This is an optimization exercise on Yosys and OpenROAD, whose aim is small area, not a production implementation.
The RTL was checked by simulation tests, not by an equivalence proof against the original design.

### design/flow/design.v
module c_aoi222(input a1, a2, b1, b2, c1, c2, output y);
assign y = ~((a1 & a2) | (b1 & b2) | (c1 & c2));
endmodule
module c_a21o(input a1, a2, b, output y);
assign y = (a1 & a2) | b;
endmodule
module c_a221o(input a1, a2, b1, b2, c, output y);
assign y = (a1 & a2) | (b1 & b2) | c;
endmodule
module c_nand2(input a, b, output y);
assign y = ~(a & b);
endmodule
module c_mux2i(input a0, a1, s, output y);
assign y = ~(s ? a1 : a0);
endmodule
module c_nand4(input a, b, c, d, output y);
assign y = ~(a & b & c & d);
endmodule
module c_nand3(input a, b, c, output y);
assign y = ~(a & b & c);
endmodule
module c_or3(input a, b, c, output y);
assign y = a | b | c;
endmodule
module c_lut2(input [3:0] t, input a, input b, output y);
assign y = t[{a, b}];
endmodule
module c_sel9(input [8:0] s, input [8:0] d, output y);
wire [2:0] t;
genvar k;
generate for (k = 0; k < 3; k = k + 1) begin : g
    c_aoi222 u(.a1(s[3*k]), .a2(d[3*k]), .b1(s[3*k+1]), .b2(d[3*k+1]), .c1(s[3*k+2]), .c2(d[3*k+2]), .y(t[k]));
end endgenerate
c_nand3 x(.a(t[0]), .b(t[1]), .c(t[2]), .y(y));
endmodule
module c_sel32(input [31:0] s, input [31:0] d, output y);
wire [9:0] t;
genvar k;
generate for (k = 0; k < 10; k = k + 1) begin : g
    c_aoi222 u(.a1(s[3*k]), .a2(d[3*k]), .b1(s[3*k+1]), .b2(d[3*k+1]), .c1(s[3*k+2]), .c2(d[3*k+2]), .y(t[k]));
end endgenerate
wire n0, n1, n2, o;
c_nand4 x0(.a(t[0]), .b(t[1]), .c(t[2]), .d(t[3]), .y(n0));
c_nand4 x1(.a(t[4]), .b(t[5]), .c(t[6]), .d(t[7]), .y(n1));
c_nand2 x2(.a(t[8]), .b(t[9]), .y(n2));
c_or3 x3(.a(n0), .b(n1), .c(n2), .y(o));
c_a221o x4(.a1(s[30]), .a2(d[30]), .b1(s[31]), .b2(d[31]), .c(o), .y(y));
endmodule
module c_sel8(input [7:0] s, input [7:0] d, output y);
wire [1:0] t;
wire n;
c_aoi222 u0(.a1(s[0]), .a2(d[0]), .b1(s[1]), .b2(d[1]), .c1(s[2]), .c2(d[2]), .y(t[0]));
c_aoi222 u1(.a1(s[3]), .a2(d[3]), .b1(s[4]), .b2(d[4]), .c1(s[5]), .c2(d[5]), .y(t[1]));
c_nand2 x0(.a(t[0]), .b(t[1]), .y(n));
c_a221o x1(.a1(s[6]), .a2(d[6]), .b1(s[7]), .b2(d[7]), .c(n), .y(y));
endmodule
module c_sel10(input [9:0] s, input [9:0] d, output y);
wire n;
c_sel9 u(.s(s[8:0]), .d(d[8:0]), .y(n));
c_a21o x(.a1(s[9]), .a2(d[9]), .b(n), .y(y));
endmodule
module c_sel11(input [10:0] s, input [10:0] d, output y);
wire n;
c_sel9 u(.s(s[8:0]), .d(d[8:0]), .y(n));
c_a221o x(.a1(s[9]), .a2(d[9]), .b1(s[10]), .b2(d[10]), .c(n), .y(y));
endmodule
module sel32x32(input [31:0] s, input [32*32-1:0] d, output [31:0] y);
genvar i, b;
generate for (b = 0; b < 32; b = b + 1) begin : bits
    wire [31:0] col;
    for (i = 0; i < 32; i = i + 1) begin : c
        assign col[i] = d[i*32 + b];
    end
    c_sel32 u(.s(s), .d(col), .y(y[b]));
end endgenerate
endmodule
module add_bk #(parameter W = 32, parameter L = 5) (input [W-1:0] a, input [W-1:0] b, input ci, output [W-1:0] s, output co);
wire [W-1:0] p0 = a ^ b;
wire [W-1:0] gl [0:2*L];
wire [W-1:0] pl [0:2*L];
assign gl[0] = (a & b) | ({{(W-1){1'b0}}, ci} & p0);
assign pl[0] = p0;
genvar l, m, i;
generate
    for (l = 0; l < L; l = l + 1) begin : up
        for (i = 0; i < W; i = i + 1) begin : b
            if (((i + 1) % (1 << (l + 1))) == 0) begin : n
                assign gl[l+1][i] = gl[l][i] | (pl[l][i] & gl[l][i - (1 << l)]);
                assign pl[l+1][i] = pl[l][i] & pl[l][i - (1 << l)];
            end
            else begin : t
                assign gl[l+1][i] = gl[l][i];
                assign pl[l+1][i] = pl[l][i];
            end
        end
    end
    for (m = 0; m < L - 1; m = m + 1) begin : dn
        localparam integer l = L - 2 - m;
        for (i = 0; i < W; i = i + 1) begin : b
            if (((i + 1) % (1 << (l + 1))) == (1 << l) && i >= (1 << (l + 1))) begin : n
                assign gl[2*L-1-l][i] = gl[2*L-2-l][i] | (pl[2*L-2-l][i] & gl[2*L-2-l][i - (1 << l)]);
                assign pl[2*L-1-l][i] = pl[2*L-2-l][i];
            end
            else begin : t
                assign gl[2*L-1-l][i] = gl[2*L-2-l][i];
                assign pl[2*L-1-l][i] = pl[2*L-2-l][i];
            end
        end
    end
endgenerate
wire [W-1:0] c = gl[2*L-1];
assign s = p0 ^ {c[W-2:0], ci};
assign co = c[W-1];
endmodule
module add_br(input [31:2] npc, input [15:0] off, output [31:2] t);
wire [16:0] c;
assign c[0] = 1'b0;
genvar i;
generate for (i = 0; i < 16; i = i + 1) begin : lo
    assign t[i+2] = npc[i+2] ^ off[i] ^ c[i];
    assign c[i+1] = (npc[i+2] & off[i]) | (c[i] & (npc[i+2] ^ off[i]));
end endgenerate
wire [13:0] hi = npc[31:18];
wire [14:0] ic, dc;           
wire [13:0] inc, dec;
assign ic[0] = 1'b1;
assign dc[0] = 1'b1;
generate for (i = 0; i < 14; i = i + 1) begin : h
    assign inc[i] = hi[i] ^ ic[i];
    assign ic[i+1] = hi[i] & ic[i];
    assign dec[i] = hi[i] ^ dc[i];
    assign dc[i+1] = ~hi[i] & dc[i];
end endgenerate
wire neg = off[15];
assign t[31:18] = (neg == c[16]) ? hi : (c[16] ? inc : dec);
endmodule
`default_nettype none
module mips_core(
    input  wire        clk,
    input  wire        rst_n,       
    input  wire        int_req,     
    output wire [31:0] mem_addr,    
    output wire        mem_rd,      
    output wire        mem_wr,      
    output wire [3:0]  mem_be,      
    output wire [31:0] mem_wdata,   
    input  wire [31:0] mem_rdata    
);
wire rst = rst_n;
genvar gc;
genvar g;
wire [2:0] bubble_cnt, ex_stopcnt;
reg  [2:0] bubble_cnt_last, ex_stopcnt_last;
reg  ex_o_exc;
wire if_pc_jump, if_b_njump, exception;
reg  [31:0] pc_jumpto;
wire bubble = (bubble_cnt != 3'd0);
reg [31:0] pc;
reg [31:0] data_hold;
reg if_data_hold;
wire [31:0] if_npc;
wire [32:2] pc_c;
assign pc_c[2] = 1'b1;
generate for (gc = 2; gc < 32; gc = gc + 1) begin : pc_inc
    assign if_npc[gc] = pc[gc] ^ pc_c[gc];
    assign pc_c[gc+1] = pc[gc] & pc_c[gc];
end endgenerate
assign if_npc[1:0] = pc[1:0];
wire [31:0] if_ins = if_data_hold ? data_hold : mem_rdata;
always @(posedge clk or negedge rst) begin
    if (!rst) begin
        pc <= 32'h7ffffffc;
        if_data_hold <= 1'b0;
    end
    else if (!bubble) begin
        pc <= if_pc_jump ? pc_jumpto : if_npc;
        if_data_hold <= 1'b0;
    end
    else begin
        if_data_hold <= 1'b1;
    end
end
always @(posedge clk) begin
    data_hold <= if_ins;
end
reg [31:0] if_id_npc, if_id_ins;
always @(posedge clk) begin
    if (!bubble) begin
        if_id_npc <= if_npc;
        if_id_ins <= if_ins;
    end
end
wire reg_write;
wire [4:0] write_reg;
wire [31:0] write_data;
wire [31:0] wd_g = write_data & {32{rst}};
wire [32*32-1:0] rf_flat;
assign rf_flat[31:0] = write_data;
generate for (gc = 1; gc < 32; gc = gc + 1) begin : regs
    reg [31:0] r;
    wire en = (reg_write && write_reg == gc) | ~rst;
    always @(posedge clk) begin
        if (en) r <= wd_g;
    end
    assign rf_flat[gc*32 +: 32] = r;
end endgenerate
wire [4:0] ra = if_id_ins[25:21];
wire [4:0] rb = if_id_ins[20:16];
wire fwd_a = reg_write && write_reg == ra;
wire fwd_b = reg_write && write_reg == rb;
wire [31:0] sel_a, sel_b;
assign sel_a[0] = fwd_a;
assign sel_b[0] = fwd_b;
generate for (gc = 1; gc < 32; gc = gc + 1) begin : rf_dec
    assign sel_a[gc] = ~fwd_a & (ra == gc);
    assign sel_b[gc] = ~fwd_b & (rb == gc);
end endgenerate
wire [31:0] id_data_a, id_data_b;
sel32x32 rf_port_a(.s(sel_a), .d(rf_flat), .y(id_data_a));
sel32x32 rf_port_b(.s(sel_b), .d(rf_flat), .y(id_data_b));
reg ex_stop;
reg [5:0] op;
reg [5:0] id_ex_func;
reg [25:6] id_ex_ins;
reg [31:0] npc, data_a, data_b;
wire [25:0] jpc = {id_ex_ins, id_ex_func};
always @(posedge clk or negedge rst) begin
    if (!rst) begin
        ex_stop <= 1'b1;
        op <= 6'b000000;
        id_ex_func <= 6'b000000;
        bubble_cnt_last <= 3'b000;
        ex_stopcnt_last <= 3'b011;
        ex_o_exc <= 1'b0;
    end
    else begin
        bubble_cnt_last <= bubble_cnt;
        ex_stopcnt_last <= ex_stopcnt;
        ex_o_exc <= exception;
        if (!bubble) begin
            ex_stop <= (~if_pc_jump | exception) & (ex_stopcnt != 3'd0);
            op <= if_id_ins[31:26];
            id_ex_func <= if_id_ins[5:0];
        end
        else begin
            ex_stop <= 1'b1;
        end
    end
end
always @(posedge clk) begin
    if (!bubble) begin
        npc <= if_id_npc;
        data_a <= id_data_a;
        data_b <= id_data_b;
        id_ex_ins <= if_id_ins[25:6];
    end
end
wire if_forward_reg_write, mem_read, mem_write;
wire [31:0] sl_addr;
wire [4:0] load_byte;
wire [5:0] func = jpc[5:0];
wire [4:0] f_rs = jpc[25:21];
wire [4:0] f_rt = jpc[20:16];
wire [4:0] f_rd = jpc[15:11];
wire sa0 = (jpc[10:6] == 5'd0);
wire [31:0] simm = {{16{jpc[15]}}, jpc[15:0]};
reg intq;
reg last_ds;
reg k_ri, k_ovf, k_sys, k_brk, k_jump, k_br, k_wr, k_ld, k_st;
reg [2:0] k_res;    
localparam R_SUM = 3'd0, R_LOG = 3'd1, R_SLT = 3'd2, R_SH = 3'd3,
           R_LNK = 3'd4, R_MV = 3'd5, R_CL = 3'd6, R_LUI = 3'd7;
reg [1:0] k_mv;     
wire b_zero = (data_b == 32'h00000000);
always @(*) begin
    k_ri = 1'b0; k_ovf = 1'b0; k_sys = 1'b0; k_brk = 1'b0;
    k_jump = 1'b0; k_br = 1'b0; k_wr = 1'b0; k_ld = 1'b0; k_st = 1'b0;
    k_res = R_SUM; k_mv = 2'd0;
    case (op)
    6'b000000: case (func)
        6'b100000, 6'b100010: begin k_ri = ~sa0; k_ovf = 1'b1; k_wr = 1'b1; end    
        6'b100001, 6'b100011: begin k_ri = ~sa0; k_wr = 1'b1; end                  
        6'b100100, 6'b100101, 6'b100110, 6'b100111: begin k_ri = ~sa0; k_wr = 1'b1; k_res = R_LOG; end
        6'b101010, 6'b101011: begin k_ri = ~sa0; k_wr = 1'b1; k_res = R_SLT; end
        6'b000000, 6'b000010, 6'b000011: begin k_ri = (f_rs != 5'd0); k_wr = 1'b1; k_res = R_SH; end
        6'b000100, 6'b000110, 6'b000111: begin k_ri = ~sa0; k_wr = 1'b1; k_res = R_SH; end
        6'b001000: begin k_ri = (jpc[20:11] != 10'd0); k_jump = 1'b1; end                
        6'b001001: begin k_ri = (f_rt != 5'd0); k_jump = 1'b1; k_wr = 1'b1; k_res = R_LNK; end  
        6'b010000: begin k_ri = ~sa0 | (jpc[25:16] != 10'd0); k_wr = 1'b1; k_res = R_MV; k_mv = 2'd0; end
        6'b010010: begin k_ri = ~sa0 | (jpc[25:16] != 10'd0); k_wr = 1'b1; k_res = R_MV; k_mv = 2'd1; end
        6'b010011, 6'b010001: k_ri = (jpc[20:6] != 15'd0);                                
        6'b001100: k_sys = 1'b1;
        6'b001101: k_brk = 1'b1;
        6'b001010: begin k_ri = ~sa0; k_wr = b_zero; k_res = R_MV; k_mv = 2'd3; end        
        default: k_ri = 1'b1;
        endcase
    6'b011100: case (func)
        6'b100000, 6'b100001: begin k_ri = ~sa0; k_wr = 1'b1; k_res = R_CL; end
        default: k_ri = 1'b1;
        endcase
    6'b010000: case (f_rs)
        5'b00100: k_ri = (jpc[10:3] != 8'd0);                                             
        5'b00000: begin k_ri = (jpc[10:3] != 8'd0); k_wr = 1'b1; k_res = R_MV; k_mv = 2'd2; end  
        5'b10000: begin k_ri = (jpc != 26'b10000000000000000000011000); k_jump = 1'b1; end  
        default: k_ri = 1'b1;
        endcase
    6'b001000: begin k_ovf = 1'b1; k_wr = 1'b1; end                                       
    6'b001001: k_wr = 1'b1;                                                               
    6'b001100, 6'b001101, 6'b001110: begin k_wr = 1'b1; k_res = R_LOG; end
    6'b001010, 6'b001011: begin k_wr = 1'b1; k_res = R_SLT; end
    6'b001111: begin k_ri = (f_rs != 5'd0); k_wr = 1'b1; k_res = R_LUI; end
    6'b000010: k_jump = 1'b1;                                                             
    6'b000011: begin k_jump = 1'b1; k_wr = 1'b1; k_res = R_LNK; end                       
    6'b000100, 6'b000101: k_br = 1'b1;
    6'b000111, 6'b000110: begin k_ri = (f_rt != 5'd0); k_br = 1'b1; end
    6'b000001: begin
        k_ri = (f_rt[3:1] != 3'd0);
        k_br = 1'b1; k_wr = f_rt[4]; k_res = R_LNK;
    end
    6'b100011, 6'b100001, 6'b100101, 6'b100000, 6'b100100: k_ld = 1'b1;
    6'b101011, 6'b101001, 6'b101000: k_st = 1'b1;
    default: k_ri = 1'b1;
    endcase
end
wire use_imm = op[5] | (op[5:3] == 3'b001);
wire do_sub  = (op == 6'b000000) ? func[1] :
               (op[5:3] == 3'b001) ? (op[2:1] == 2'b01) :
               (op[5:2] == 4'b0001);
wire log_imm = (op[5:2] == 4'b0011) & (op[1:0] != 2'b11);
wire link    = (k_res == R_LNK);
wire [31:0] opa  = link ? npc : data_a;
wire [31:0] opb  = link ? 32'd4 : use_imm ? {{16{jpc[15] & ~log_imm}}, jpc[15:0]} : data_b;
wire [31:0] opbx = opb ^ {32{do_sub}};
wire [32:0] sum;
add_bk #(32) add_main(.a(opa), .b(opbx), .ci(do_sub), .s(sum[31:0]), .co(sum[32]));
wire ovf    = (opa[31] == opbx[31]) & (sum[31] != opa[31]);
wire lt_s   = sum[31] ^ ovf;
wire lt_u   = ~sum[32];
wire eq     = (sum[31:0] == 32'h00000000);
assign sl_addr = sum[31:0];
reg cond;
always @(*) begin
    case (op[2:0])
    3'b100: cond = eq;             
    3'b101: cond = ~eq;            
    3'b111: cond = ~lt_s & ~eq;    
    3'b110: cond = lt_s | eq;      
    default: cond = f_rt[0] ^ data_a[31];    
    endcase
end
wire a1 = sum[1], a0 = sum[0];
wire sz_word = (op[1:0] == 2'b11);
wire sz_half = (op[1:0] == 2'b01);
wire mis = sz_word ? (a1 | a0) : (sz_half ? a0 : 1'b0);
wire special = (sum[31:0] == 32'hBFD003F8) & (op[1:0] == (op[3] ? 2'b01 : 2'b00));
assign load_byte = sz_word ? 5'b01111 :
                   sz_half ? {op[2], a1, a1, ~a1, ~a1} :
                             {op[2], a1 & a0, a1 & ~a0, ~a1 & a0, ~a1 & ~a0};
wire go = ~ex_stop;
wire [2:0] bubble_cnt_dec = (bubble_cnt_last != 3'd0) ? bubble_cnt_last - 3'd1 : 3'd0;
wire [2:0] ex_stopcnt_dec = (ex_stopcnt_last != 3'd0) ? ex_stopcnt_last - 3'd1 : 3'd0;
wire e_ovf  = k_ovf & ovf;
wire e_mis  = (k_ld | k_st) & mis;
wire exc_any = intq | k_ri | e_ovf | k_sys | k_brk | e_mis;
wire taken  = ~intq & (k_jump | (k_br & cond));
wire mem_ok = ~intq & (k_ld | k_st) & ~mis;
wire [2:0] mem_cnt = special ? 3'b111 : 3'b001;
assign exception = go & exc_any;
assign if_pc_jump = go & (exc_any | taken);
assign if_b_njump = go & ~exc_any & k_br & ~cond;
assign if_forward_reg_write = go & ~exc_any & k_wr;
assign bubble_cnt = (go & mem_ok) ? mem_cnt : bubble_cnt_dec;
assign ex_stopcnt = if_pc_jump ? 3'b010 : (go & mem_ok) ? mem_cnt : ex_stopcnt_dec;
wire is_ld_op = (op == 6'b100011) | (op == 6'b100001) | (op == 6'b100101) |
                (op == 6'b100000) | (op == 6'b100100);
wire is_st_op = (op == 6'b101011) | (op == 6'b101001) | (op == 6'b101000);
assign mem_read  = go & is_ld_op;
assign mem_write = go & is_st_op;
assign write_reg = ((op == 6'b000000) | (op == 6'b011100)) ? f_rd :
                   ((op == 6'b000011) | (op == 6'b000001)) ? 5'b11111 : f_rt;
wire [5:0] ex_cause = intq ? 6'd0 : k_ri ? 6'd10 : e_ovf ? 6'd12 : k_sys ? 6'd8 :
                      k_brk ? 6'd9 : k_ld ? 6'd4 : 6'd5;
wire mtc0   = ~exception & (op == 6'b010000) & (f_rs == 5'b00100);
wire eret_w = ~exception & (op == 6'b010000) & (f_rs != 5'b00100) & (func == 6'b011000);
wire mthi   = ~exception & (op == 6'b000000) & (func == 6'b010001);
wire mtlo   = ~exception & (op == 6'b000000) & (func == 6'b010011);
wire nrst   = ~rst;
wire [31:0] a_g = data_a & {32{rst}};
wire [31:0] b_g = data_b & {32{rst}};
reg [31:0] hi, lo;
always @(posedge clk) begin
    if (mthi | nrst) hi <= a_g;
    if (mtlo | nrst) lo <= a_g;
end
wire [31:0] cp0 [0:31];
wire [31:0] status = cp0[12];
wire [31:0] epc    = cp0[14];
wire [31:0] ebase  = cp0[15];
wire exl = status[1];
wire exc_first = exception & ~exl;
wire exc_bva = exception & ((ex_cause == 6'd4) | (ex_cause == 6'd5));
wire [31:0] ex_addr;
wire [32:7] ea_c;
assign ea_c[7] = 1'b0;
generate for (gc = 7; gc < 32; gc = gc + 1) begin : ea_add
    if (gc == 7 || gc == 8) begin : one
        assign ex_addr[gc] = ~(ebase[gc] ^ ea_c[gc]);
        assign ea_c[gc+1] = ebase[gc] | ea_c[gc];
    end
    else begin : zero
        assign ex_addr[gc] = ebase[gc] ^ ea_c[gc];
        assign ea_c[gc+1] = ebase[gc] & ea_c[gc];
    end
end endgenerate
assign ex_addr[6:0] = ebase[6:0];
wire [31:0] epc_new;
wire [31:0] epc_k = {28'hFFFFFFF, 1'b1, ~last_ds, 2'b00};
wire [32:2] ep_c;
assign ep_c[2] = 1'b0;
generate for (gc = 2; gc < 32; gc = gc + 1) begin : ep_add
    assign epc_new[gc] = npc[gc] ^ epc_k[gc] ^ ep_c[gc];
    assign ep_c[gc+1] = (npc[gc] & epc_k[gc]) | (ep_c[gc] & (npc[gc] ^ epc_k[gc]));
end endgenerate
assign epc_new[1:0] = npc[1:0];
wire [31:0] cp0_sel;
generate for (gc = 0; gc < 32; gc = gc + 1) begin : cp0_dec
    assign cp0_sel[gc] = (f_rd == gc);
end endgenerate
wire [32*32-1:0] cp0_flat;
wire [31:0] cp0_rd;
sel32x32 cp0_rdport(.s(cp0_sel), .d(cp0_flat), .y(cp0_rd));
generate for (gc = 0; gc < 32; gc = gc + 1) begin : cp0_regs
    reg [31:0] r;
    wire wr = mtc0 && f_rd == gc;
    assign cp0[gc] = r;
    assign cp0_flat[gc*32 +: 32] = r;
    if (gc == 8) begin : bva
        always @(posedge clk)
            if (exc_bva | wr | nrst) r <= exc_bva ? sl_addr : b_g;
    end
    else if (gc == 12) begin : st
        always @(posedge clk) begin
            if (wr | nrst) {r[31:2], r[0]} <= {b_g[31:2], b_g[0]};
            if (exc_first | wr | eret_w | nrst) r[1] <= exc_first | (wr & data_b[1]);
        end
    end
    else if (gc == 13) begin : ca
        always @(posedge clk) begin
            if (wr | nrst) {r[30:16], r[9:7], r[1:0]} <= {b_g[30:16], b_g[9:7], b_g[1], b_g[0] | nrst};
            if (exception | wr | nrst) {r[15:10], r[6:2]} <= exception ? {3'b000, int_req, 2'b00, ex_cause[4:0]} : {b_g[15:10], b_g[6:2]};
            if (exc_first | wr | nrst) r[31] <= exc_first ? last_ds : b_g[31];
        end
    end
    else if (gc == 14) begin : ep
        always @(posedge clk)
            if (exc_first | wr | nrst) r <= exc_first ? epc_new : b_g;
    end
    else if (gc == 15) begin : eb
        always @(posedge clk)
            if (wr | nrst) r <= {b_g[31] | nrst, b_g[30:13], b_g[12] | nrst, b_g[11:0]};
    end
    else begin : plain
        always @(posedge clk)
            if (wr | nrst) r <= b_g;
    end
end endgenerate
always @(posedge clk or negedge rst) begin
    if (!rst) last_ds <= 1'b0;
    else last_ds <= if_pc_jump | if_b_njump;
end
always @(posedge clk) begin
    intq <= rst & int_req & status[0] & status[12] & ~exl;
end
wire [31:0] opz = opb;
wire [1:0] lop = (op == 6'b000000) ? func[1:0] : op[1:0];
wire [3:0] lut = {lop == 2'b00 || lop == 2'b01,           
                  lop == 2'b01 || lop == 2'b10,           
                  lop == 2'b01 || lop == 2'b10,           
                  lop == 2'b11};                          
wire [31:0] logic_res;
generate for (g = 0; g < 32; g = g + 1) begin : log_unit
    c_lut2 u(.t(lut), .a(data_a[g]), .b(opz[g]), .y(logic_res[g]));
end endgenerate
wire [4:0] shamt = func[2] ? data_a[4:0] : jpc[10:6];
wire sh_right = func[1];
wire [31:0] sh_l [0:5];
wire [5:0] sh_f;
assign sh_f[0] = ~(sh_right & func[0] & data_b[31]);
generate for (g = 0; g < 32; g = g + 1) begin : sh_rev
    c_mux2i u(.a0(data_b[31 - g]), .a1(data_b[g]), .s(sh_right), .y(sh_l[0][g]));
end endgenerate
genvar k;
generate for (k = 0; k < 5; k = k + 1) begin : sh_lvl
    assign sh_f[k+1] = ~sh_f[k];
    for (g = 0; g < 32; g = g + 1) begin : b
        if (g + (1 << k) < 32) begin : in
            c_mux2i u(.a0(sh_l[k][g]), .a1(sh_l[k][g + (1 << k)]), .s(shamt[k]), .y(sh_l[k+1][g]));
        end
        else begin : fill
            c_mux2i u(.a0(sh_l[k][g]), .a1(sh_f[k]), .s(shamt[k]), .y(sh_l[k+1][g]));
        end
    end
end endgenerate
wire [31:0] sh_full = sh_l[5];
wire [5:0] cl_z;                          
generate for (g = 0; g < 6; g = g + 1) begin : cl_nz
    wire [3:0] nb = data_a[31 - 4*g -: 4];
    assign cl_z[g] = func[0] ? (nb == 4'hF) : (nb == 4'h0);
end endgenerate
reg [3:0] cl_nib;
reg [2:0] cl_base;
always @(*) begin
    casez (cl_z)
    6'b?????0: begin cl_base = 3'd0; cl_nib = data_a[31:28]; end
    6'b????01: begin cl_base = 3'd1; cl_nib = data_a[27:24]; end
    6'b???011: begin cl_base = 3'd2; cl_nib = data_a[23:20]; end
    6'b??0111: begin cl_base = 3'd3; cl_nib = data_a[19:16]; end
    6'b?01111: begin cl_base = 3'd4; cl_nib = data_a[15:12]; end
    6'b011111: begin cl_base = 3'd5; cl_nib = data_a[11:8]; end
    default:   begin cl_base = 3'd5; cl_nib = data_a[3:0]; end
    endcase
end
wire [3:0] cl_x = cl_nib ^ {4{func[0]}};   
wire [2:0] cl_f = cl_x[3] ? 3'd0 : cl_x[2] ? 3'd1 : cl_x[1] ? 3'd2 : cl_x[0] ? 3'd3 : 3'd4;
wire [31:0] cl_res = {27'd0, {cl_base, 2'b00} + {2'b00, cl_f}};
wire r_sum = ~ex_mem_read_q & ((k_res == R_SUM) | (k_res == R_LNK));
wire r_log = ~ex_mem_read_q & (k_res == R_LOG);
wire r_slt = ~ex_mem_read_q & (k_res == R_SLT);
wire r_shr = ~ex_mem_read_q & (k_res == R_SH) & sh_right;
wire r_shl = ~ex_mem_read_q & (k_res == R_SH) & ~sh_right;
wire r_hi  = ~ex_mem_read_q & (k_res == R_MV) & (k_mv == 2'd0);
wire r_lo  = ~ex_mem_read_q & (k_res == R_MV) & (k_mv == 2'd1);
wire r_cp0 = ~ex_mem_read_q & (k_res == R_MV) & (k_mv == 2'd2);
wire r_a   = ~ex_mem_read_q & (k_res == R_MV) & (k_mv == 2'd3);
wire r_cl  = ~ex_mem_read_q & (k_res == R_CL);
wire r_lui = ~ex_mem_read_q & (k_res == R_LUI);
wire slt_bit = (op == 6'b000000 ? func[0] : op[0]) ? lt_u : lt_s;
generate for (g = 0; g < 32; g = g + 1) begin : res_mux
    wire [8:0] rs = {ex_mem_read_q, r_sum, r_log, r_shr, r_shl, r_hi, r_lo, r_cp0, r_a};
    wire [8:0] rd = {load_data[g], sum[g], logic_res[g], sh_full[g], sh_full[31 - g], hi[g], lo[g], cp0_rd[g], data_a[g]};
    if (g == 0) begin : b0
        c_sel11 u(.s({r_slt, r_cl, rs}), .d({slt_bit, cl_res[g], rd}), .y(write_data[g]));
    end
    else if (g < 5) begin : bl
        c_sel10 u(.s({r_cl, rs}), .d({cl_res[g], rd}), .y(write_data[g]));
    end
    else if (g >= 16) begin : bh
        c_sel10 u(.s({r_lui, rs}), .d({jpc[g - 16], rd}), .y(write_data[g]));
    end
    else begin : bm
        c_sel9 u(.s(rs), .d(rd), .y(write_data[g]));
    end
end endgenerate
wire [31:0] br_t;
add_br add_br(.npc(npc[31:2]), .off(jpc[15:0]), .t(br_t[31:2]));
assign br_t[1:0] = npc[1:0];
always @(*) begin
    if (exc_any) pc_jumpto = ex_addr;
    else if (op == 6'b000000) pc_jumpto = data_a;                           
    else if (op[5:1] == 5'b00001) pc_jumpto = {npc[31:28], jpc, 2'b00};     
    else if (op == 6'b010000) pc_jumpto = {epc[31:2], 2'b00};               
    else pc_jumpto = br_t;                                                  
end
reg ex_mem_read_q, ex_mem_write_q;
always @(posedge clk or negedge rst) begin
    if (!rst) begin
        ex_mem_read_q <= 1'b0;
        ex_mem_write_q <= 1'b0;
    end
    else begin
        ex_mem_read_q <= mem_read;
        ex_mem_write_q <= mem_write;
    end
end
reg [31:0] load_data, store_data;
always @(*) begin
    case (load_byte)
        5'b01000: load_data = {{24{mem_rdata[31]}}, mem_rdata[31:24]};
        5'b11000: load_data = {24'h000000, mem_rdata[31:24]};
        5'b00100: load_data = {{24{mem_rdata[23]}}, mem_rdata[23:16]};
        5'b10100: load_data = {24'h000000, mem_rdata[23:16]};
        5'b00010: load_data = {{24{mem_rdata[15]}}, mem_rdata[15:8]};
        5'b10010: load_data = {24'h000000, mem_rdata[15:8]};
        5'b00001: load_data = {{24{mem_rdata[7]}}, mem_rdata[7:0]};
        5'b10001: load_data = {24'h000000, mem_rdata[7:0]};
        5'b01100: load_data = {{16{mem_rdata[31]}}, mem_rdata[31:16]};
        5'b11100: load_data = {16'h0000, mem_rdata[31:16]};
        5'b00011: load_data = {{16{mem_rdata[15]}}, mem_rdata[15:0]};
        5'b10011: load_data = {16'h0000, mem_rdata[15:0]};
        default:  load_data = mem_rdata;
    endcase
    case (load_byte[3:0])
        4'b1000: store_data = {data_b[7:0], 24'h000000};
        4'b0100: store_data = {8'h00, data_b[7:0], 16'h0000};
        4'b0010: store_data = {16'h0000, data_b[7:0], 8'h00};
        4'b0001: store_data = {24'h000000, data_b[7:0]};
        4'b1100: store_data = {data_b[15:0], 16'h0000};
        4'b0011: store_data = {16'h0000, data_b[15:0]};
        default: store_data = data_b;
    endcase
end
assign reg_write = (ex_mem_read_q & ~ex_o_exc) | if_forward_reg_write;
wire mem_op = (ex_mem_read_q | ex_mem_write_q) & ~ex_o_exc;
assign mem_addr  = mem_op ? sl_addr : pc;
assign mem_rd    = ~(mem_op & ~ex_mem_read_q);
assign mem_wr    = mem_op & ex_mem_write_q;
assign mem_be    = load_byte[3:0];
assign mem_wdata = store_data;
endmodule
### design/flow/run.sh
#!/bin/bash
# synth_recipe.tcl (not shown) runs the flow's synth.tcl, then flattens the netlist and writes it again
# the make line also repeats each setting of config.mk as NAME=value (left out here)
make -C /OpenROAD-flow-scripts/flow DESIGN_CONFIG=/design/flow/config.mk WORK_HOME=/design/flow/orfs CLKGATE_MAP_FILE= SYNTH_SCRIPT=/design/flow/synth_recipe.tcl finish
### design/flow/config.mk
export PLATFORM = sky130hd
export DESIGN_NAME = mips_core
export DESIGN_NICKNAME = mips_core
export VERILOG_FILES = /design/flow/design.v
export SDC_FILE = /design/flow/constraint.sdc
export NUM_CORES = 4
export LEC_CHECK = 0
export CAP_MARGIN = 20
export CORE_MARGIN = 2
export CORE_UTILIZATION = 50
export CTS_CLUSTER_DIAMETER = 100
export CTS_CLUSTER_SIZE = 24
export PLACE_DENSITY = 0.65
export SLEW_MARGIN = 20
export SYNTH_HIERARCHICAL = 1
### design/flow/constraint.sdc
create_clock -name core_clock -period 12.0 [get_ports {clk}]
set_input_delay 2.4000 -clock core_clock [delete_from_list [all_inputs] [get_ports {clk}]]
set_output_delay 2.4000 -clock core_clock [all_outputs]
set_load 0.01 [all_outputs]
==> impl_metrics.tcl, run 1 <==
set metrics [dict create \
    io_buffers 104 \
    status "complete, no violations" \
    r2r_slack_ns 1.23 \
    synth_area_per_cell_um2 16.0 \
    numCtsBuffers 113 \
    grt_use_total 0.375 \
    vias_per_cell 7.72 \
    critical_path_class "flop to flop" \
    worstPathRequired_ns 12.56 \
    grt_start_max_net_pins 86 \
    die_w_um 451 \
    routed_wl_mm 394 \
    synthesis.nets 6425 \
    dp_cells 9153 \
    yosys.area.top_type "edfxtp_1" \
    hp-class "flop to flop" \
    cts_resized 0 \
    ant_nets 0 \
    synth_seq_area_share 0.700 \
    holdPathStages 0 \
    h-tree-depth 3 \
    cp_slowest_cell "o2111a_1" \
    core_area_mm2 0.199 \
    antenna_found_initial 33 \
    cts_hold_buf 0 \
    final_common_cell "edfxtp_1" \
    die_h_um 451 \
    vias 72200 \
    synth_area_leaders "edfxtp_1, a222oi_1, mux2i_1" \
    fin_setup_tns_ns 0 \
    crit_path_end_kind "flop" \
    start_kind "flop" \
    worstReg2RegEnd "data_b[14]" \
    syn_inst 6242 \
    fin_crit_ns 10.77 \
    synth_edf_count 2260 \
    wl_per_cell_um 42.1 \
    drc 0 \
    rr_worst_depth 32 \
    clk_latency_ns 0.88 \
    die_area_mm2 0.203 \
    ys.flop_type "edfxtp_1" \
    synth_top_cell_area_share 0.679 \
    max_freq_mhz 92.8 \
    grt_pass1_vias 67000 \
    r2r_start "op[1]" \
    gr-total-overflow 0 \
    netlist_area_mm2 0.0999 \
    drt_iter0_drc 18100 \
    rsz0062_at_grt "false" \
    relSlewSlack 0.117 \
    hold_start "if_id_npc[5]" \
    ctsRootBufferMaster "clkbuf_16" \
    slew_viol_final 0 \
    hold_violations 0 \
    rows 164 \
    hold_end "npc[5]" \
    io_pins 105 \
    final_cells 9352 \
    yosys_warnings 8 \
    first_pass_iters 14 \
    cts_setup_buffers 0 \
    cts.path.max_buffers 3 \
    grt_pass1_wl_mm 535 \
    period_share 0.898 \
    tightest_slew_ns 1.32 \
    drive_gt1_frac 0.131 \
    setup_violations 0 \
    maxCapViolations 0 \
    area_growth_pct 11.0 \
    ys_ff_latch 2349 \
    max_stage_delay_ns 1.03 \
    clkSlewWorstSetupHoldPaths_ns 0.10 \
    place.gp.congestion 1.02 \
    final_cell_mix "edfxtp_1, a222oi_1, nand2_1, buf_4, mux2i_1" \
    synthArstFlopShare 0.0238 \
    tritoncts "done" \
    initial_core_util 0.502 \
    worstPathMaxFanout 26 \
    crit_path_start "op[1]" \
    num-nets-final 6806 \
    finClkSkew_ns 0.0917 \
    cp.arrival_ns 11.34 \
    clock_sinks 2349 \
    hpwlAfterDp_mm 258 \
    synth_cell_type_count 97 \
]
-- flip-flops by register name, indices dropped and copies added (netlist names) --
signal           count
cp0_regs.r        1024
regs.r             992
data_a              32
data_b              32
data_hold           32
hi                  32
if_id_ins           32
if_id_npc           32
lo                  32
npc                 32
pc                  32
id_ex_ins           20
id_ex_func           6
op                   6
bubble_cnt_last      3
ex_stopcnt_last      3
ex_mem_read_q        1
ex_mem_write_q       1
ex_o_exc             1
ex_stop              1
if_data_hold         1
intq                 1
last_ds              1
-- worst max-delay path, delay by kind of cell (launching register included) --
kind,cells,cell delay (ns)
AO/OA/AOI/OAI,11,4.08
AND/OR/NAND/NOR,10,3.62
XOR/XNOR,2,0.36
buffers and inverters,5,0.88
multiplexers,1,0.15
flip-flops,1,0.37
adder cells (fa/ha/maj),3,0.99
-- logic make-up (layout without fill, tap and decap cells) --
logic type | after synthesis | after routing | synth area share
AND/OR/NAND/NOR | 1302 | 1302 | 0.0666
multiplexers | 365 | 365 | 0.0417
XOR/XNOR | 81 | 81 | 0.00710
buffers and inverters | 293 | 720 | 0.0113
adder cells (fa/ha/maj) | 149 | 149 | 0.0210
other | 0 | 27 | 0
AO/OA/AOI/OAI | 1703 | 1703 | 0.152
flip-flops | 2349 | 2349 | 0.700
-- cells in the mapped netlist, types with 19 or more instances --
cell / count
nand3_1: 62
a21oi_1: 56
nand2b_1: 26
nand4_1: 215
a211o_1: 30
or3_1: 111
dfrtp_1: 24
a22oi_1: 22
nor3_1: 25
dfstp_2: 32
clkbuf_1: 137
nor2_1: 240
fa_1: 32
a31oi_1: 39
o21ai_1: 19
mux2i_1: 242
inv_1: 125
dfxtp_1: 33
o21a_1: 21
nand2_1: 389
mux4_2: 32
xor2_1: 52
a221o_1: 107
and2_1: 101
mux2_2: 91
edfxtp_1: 2260
o21ai_0: 172
a21o_1: 43
a211oi_1: 59
ha_1: 116
nor4_1: 28
xnor2_1: 29
a222oi_1: 1059
-- cell type report --
cell class / count / area (µm²)
Clock buffer: 139 / 2930
Timing Repair Buffer: 433 / 3700
Antenna cell: 27 / 67.6
Fill cell: 15700 / 88400
Tap cell: 2656 / 3320
Inverter: 126 / 473
Sequential cell: 2349 / 70000
Clock inverter: 22 / 360
Multi-Input combinational cell: 3600 / 30100
-- per-module statistics from Yosys, one instance, submodules excluded, excerpt --
module / cell area (µm²) / cells / flops+latches / times used
add_br: 796 / 90 / 0 / 1
mips_core: 81000 / 4176 / 2349 / 1
c_aoi222: 10.0 / 1 / 0 / 1056
c_nand4: 6.26 / 1 / 0 / 192
c_a221o: 10.0 / 1 / 0 / 97
c_nand3: 5.00 / 1 / 0 / 32
c_a21o: 7.51 / 1 / 0 / 20
c_mux2i: 10.0 / 1 / 0 / 192
c_lut2: 22.5 / 1 / 0 / 32
-- per-layer routing --
layer	vias up	track usage	routed length [µm]
met4	12	0.211	29100
met5	-	0.00213	170
met1	36200	0.478	133000
met2	6340	0.582	177000
met3	1298	0.103	54000
li1	28400	-	-
-- worst max path at each step --
stage | to | depth (start not counted)
2_1_floorplan | data_a[0] | 22
3_3_place_gp | data_b[14] | 32
3_5_place_dp | data_b[14] | 32
4_1_cts | mem_addr[21] | 20
5_1_grt | data_b[14] | 32
6_report | data_b[14] | 32
-- stage by stage --
step | util | worst slack [ns] | hold slack (ns) | area [µm²]
detailed placement | 0.538 | 1.67 | 0.405 | 107000
global placement | 0.538 | 1.71 | 0.401 | 107000
CTS | 0.555 | 1.32 | 0.417 | 111000
finish | 0.557 | 1.23 | 0.421 | 111000
global route | 0.556 | 1.05 | 0.430 | 111000
floorplan | - | 0.936 | 0.400 | 99900
==> run 2, diff against run 1 <==
--- a/design/flow/config.mk
+++ b/design/flow/config.mk
@@ -7,9 +7,9 @@
 export LEC_CHECK = 0
 export CAP_MARGIN = 20
 export CORE_MARGIN = 2
-export CORE_UTILIZATION = 50
+export CORE_UTILIZATION = 40
 export CTS_CLUSTER_DIAMETER = 100
 export CTS_CLUSTER_SIZE = 24
-export PLACE_DENSITY = 0.65
+export PLACE_DENSITY = 0.6
 export SLEW_MARGIN = 20
 export SYNTH_HIERARCHICAL = 1
==> run 2 against run 1 <==
  * Still clean
  * Via count increased by 0.63%
  * Cell area up 0.74%
  * Utilization decreased by 11 points
  * Critical path depth is 1 lower
  * Register-to-register slack got worse by 0.15 ns
  * Fmax down 1.4%
  * Largest cell class unchanged
==> impl_metrics.tcl, run 2 <==
set metrics [dict create \
    cp.arrival_ns 11.49 \
    postPlaceCellArea_mm2 0.108 \
    largest_reg_flops 1024 \
    tritoncts "done" \
    top_regs "cp0_regs.r x1024, regs.r x992" \
    setup_violations 0 \
    ys.flop_type "edfxtp_1" \
    max_freq_mhz 91.6 \
    clock_sinks 2349 \
    cts_resized 0 \
    path_buf_inv 4 \
    numCtsBuffers 112 \
    synth_area_leaders "edfxtp_1, a222oi_1, mux2i_1" \
    ctsRootBufferMaster "clkbuf_16" \
    final_cell_area_mm2 0.112 \
    final_cell_mix "edfxtp_1, a222oi_1, nand2_1, buf_4, mux2i_1" \
    hp-class "flop to flop" \
    initial_core_util 0.402 \
    h-tree-depth 3 \
    maxCapViolations 0 \
    fin_util 0.450 \
    synth_top_cell_area_share 0.679 \
    drt_iter0_drc 18500 \
    final_common_cell "edfxtp_1" \
    die_h_um 504 \
    max_stage_delay_ns 0.82 \
    syn_inst 6242 \
    wl_per_cell_um 41.0 \
    synthArstFlopShare 0.0238 \
    yosysMostFrequentCell "edfxtp_1" \
    slew_viol_final 0 \
    relSlewSlack 0.131 \
    clkSlewWorstSetupHoldPaths_ns 0.11 \
    tightest_slew_ns 1.30 \
    period_share 0.910 \
    gr-total-overflow 0 \
    clk_latency_ns 0.86 \
    synth_area_per_cell_um2 16.0 \
    worstPathRequired_ns 12.57 \
    fillCellCount 21700 \
    place.gp.congestion 0.998 \
    grt_pass1_wl_mm 558 \
    largest_register "cp0_regs.r" \
    cp_slowest_cell "xor2_1" \
    synthesis.nets 6425 \
    drc 0 \
    yosys.area.top_type "edfxtp_1" \
    cp_common_cell "buf_4" \
    rsz0062_at_grt "false" \
    io_buffers 104 \
    worstPathMaxFanout 26 \
    critical_path.top_delay_family "simple AND/OR/NAND/NOR gates" \
    die_area_mm2 0.254 \
    start_kind "flop" \
    grt_pass1_vias 68000 \
    first_pass_iters 14 \
    status "complete, no violations" \
    synth_seq_area_share 0.700 \
    ys_ff_latch 2349 \
    area_growth_pct 11.8 \
    cts_hold_buf 0 \
    grt_start_max_net_pins 134 \
    crit_path_end_kind "flop" \
    cts.path.max_buffers 3 \
    cts_setup_buffers 0 \
    synth_cell_type_count 97 \
    fin_setup_tns_ns 0 \
    vias 72700 \
    synth_edf_count 2260 \
    routed_wl_mm 411 \
    vias_per_cell 7.24 \
    finClkSkew_ns 0.0637 \
    critical_path_class "flop to flop" \
    netlist_area_mm2 0.0999 \
    io_pins 105 \
    hold_violations 0 \
    timing.hold.ws_ns 0.401 \
    ys_top_cells_by_count "edfxtp_1, a222oi_1, nand2_1" \
    fin_crit_ns 10.92 \
    die_w_um 504 \
    antenna_found_initial 47 \
    num-nets-final 6807 \
    rows 183 \
    hpwlAfterDp_mm 263 \
    ant_nets 0 \
    yosys_warnings 8 \
    grt_use_total 0.311 \
    core_area_mm2 0.248 \
    drive_gt1_frac 0.130 \
]
==> run 2: logic make-up (layout without fill, tap and decap cells) <==
kind of cell,after synthesis,in the layout,synth area share
XOR/XNOR,81,81,0.00710
adder cells (fa/ha/maj),149,149,0.0210
buffers and inverters,293,728,0.0113
AND/OR/NAND/NOR,1302,1302,0.0666
AO/OA/AOI/OAI,1703,1703,0.152
multiplexers,365,365,0.0417
other,0,30,0
flip-flops,2349,2349,0.700
==> run 2: metrics by stage <==
step,setup slack (ns),std cells
4_1_cts,1.45,10000
3_5_place_dp,1.51,9833
6_report,1.08,10000
3_3_place_gp,1.31,9828
5_1_grt,0.827,10000
2_1_floorplan,0.936,6242
==> run 2: routing by layer <==
layer  wire length (µm)  part of all wire  global-route usage
met4              32800             0.080               0.205
met5                351           0.00085             0.00375
met1             140000              0.34               0.385
met3              54100              0.13              0.0855
met2             184000              0.45               0.479
==> run 2: area by class of cell <==
cell class                      count  area (µm²)  area share
Tap cell                         3330        4170      0.0373
Clock buffer                      148        2950      0.0264
Sequential cell                  2349       70000       0.626
Timing Repair Buffer              435        3720      0.0333
Antenna cell                       30        75.1    0.000672
Inverter                          126         473     0.00423
Multi-Input combinational cell   3600       30100       0.269
Clock inverter                     19         283     0.00253
==> run 2: Yosys stat by module, one instance, submodules excluded, a selection <==
module,cell area [µm²],cells inside,flip-flops and latches,copies in the design
mips_core,81000,4176,2349,1
add_br,796,90,0,1
c_lut2,22.5,1,0,32
c_a221o,10.0,1,0,97
c_aoi222,10.0,1,0,1056
c_mux2i,10.0,1,0,192
c_a21o,7.51,1,0,20
c_nand4,6.26,1,0,192
c_or3,6.26,1,0,96
c_nand3,5.00,1,0,32
c_nand2,3.75,1,0,96
==> run 2: worst paths after layout <==
check                               from            to  slack (ns)  cells after the start
min in group asynchronous          rst_n  if_data_hold        1.58                      1
hold reg to reg            if_id_npc[30]       npc[30]        0.40                      0
setup reg to reg                   op[1]    data_b[21]        1.08                     31
max in group asynchronous          rst_n        pc[13]        9.18                      2
hold / removal             if_id_npc[30]       npc[30]        0.40                      0
setup / recovery                   op[1]    data_b[21]        1.08                     31

==> what the ideal ports hide <==
The flow's constraints put no driver on any port. The routed layouts listed below were extracted and timed again, unchanged, in two steps. Step 1: set_driving_cell puts a clkbuf_16 on clk and a buf_2 on each other input, an assumption about the parent block. Step 2 moves the port delays by t, midway between the first and last clock arrival at a register: inputs arrive t later, outputs are due t later. That takes back most of the time a late clock gives input paths. Three values: ideal, step 1, step 2; two values: the first two.
| run | t (ns) | slack for setup (ns) | hold WS [ns] | worst setup path at the end | slew at the worst register clock pin (ns) |
|---|---|---|---|---|---|
| run 1 | 0.919 | 1.227 / 1.227 / 1.227 | 0.421 / 0.421 / 0.421 | register to register | 0.11 / 0.11 |
| run 2 | 0.917 | 1.079 / 1.079 / 1.079 | 0.401 / 0.401 / 0.401 | register to register | 0.11 / 0.11 |
After both steps setup and hold are still met in every run listed.
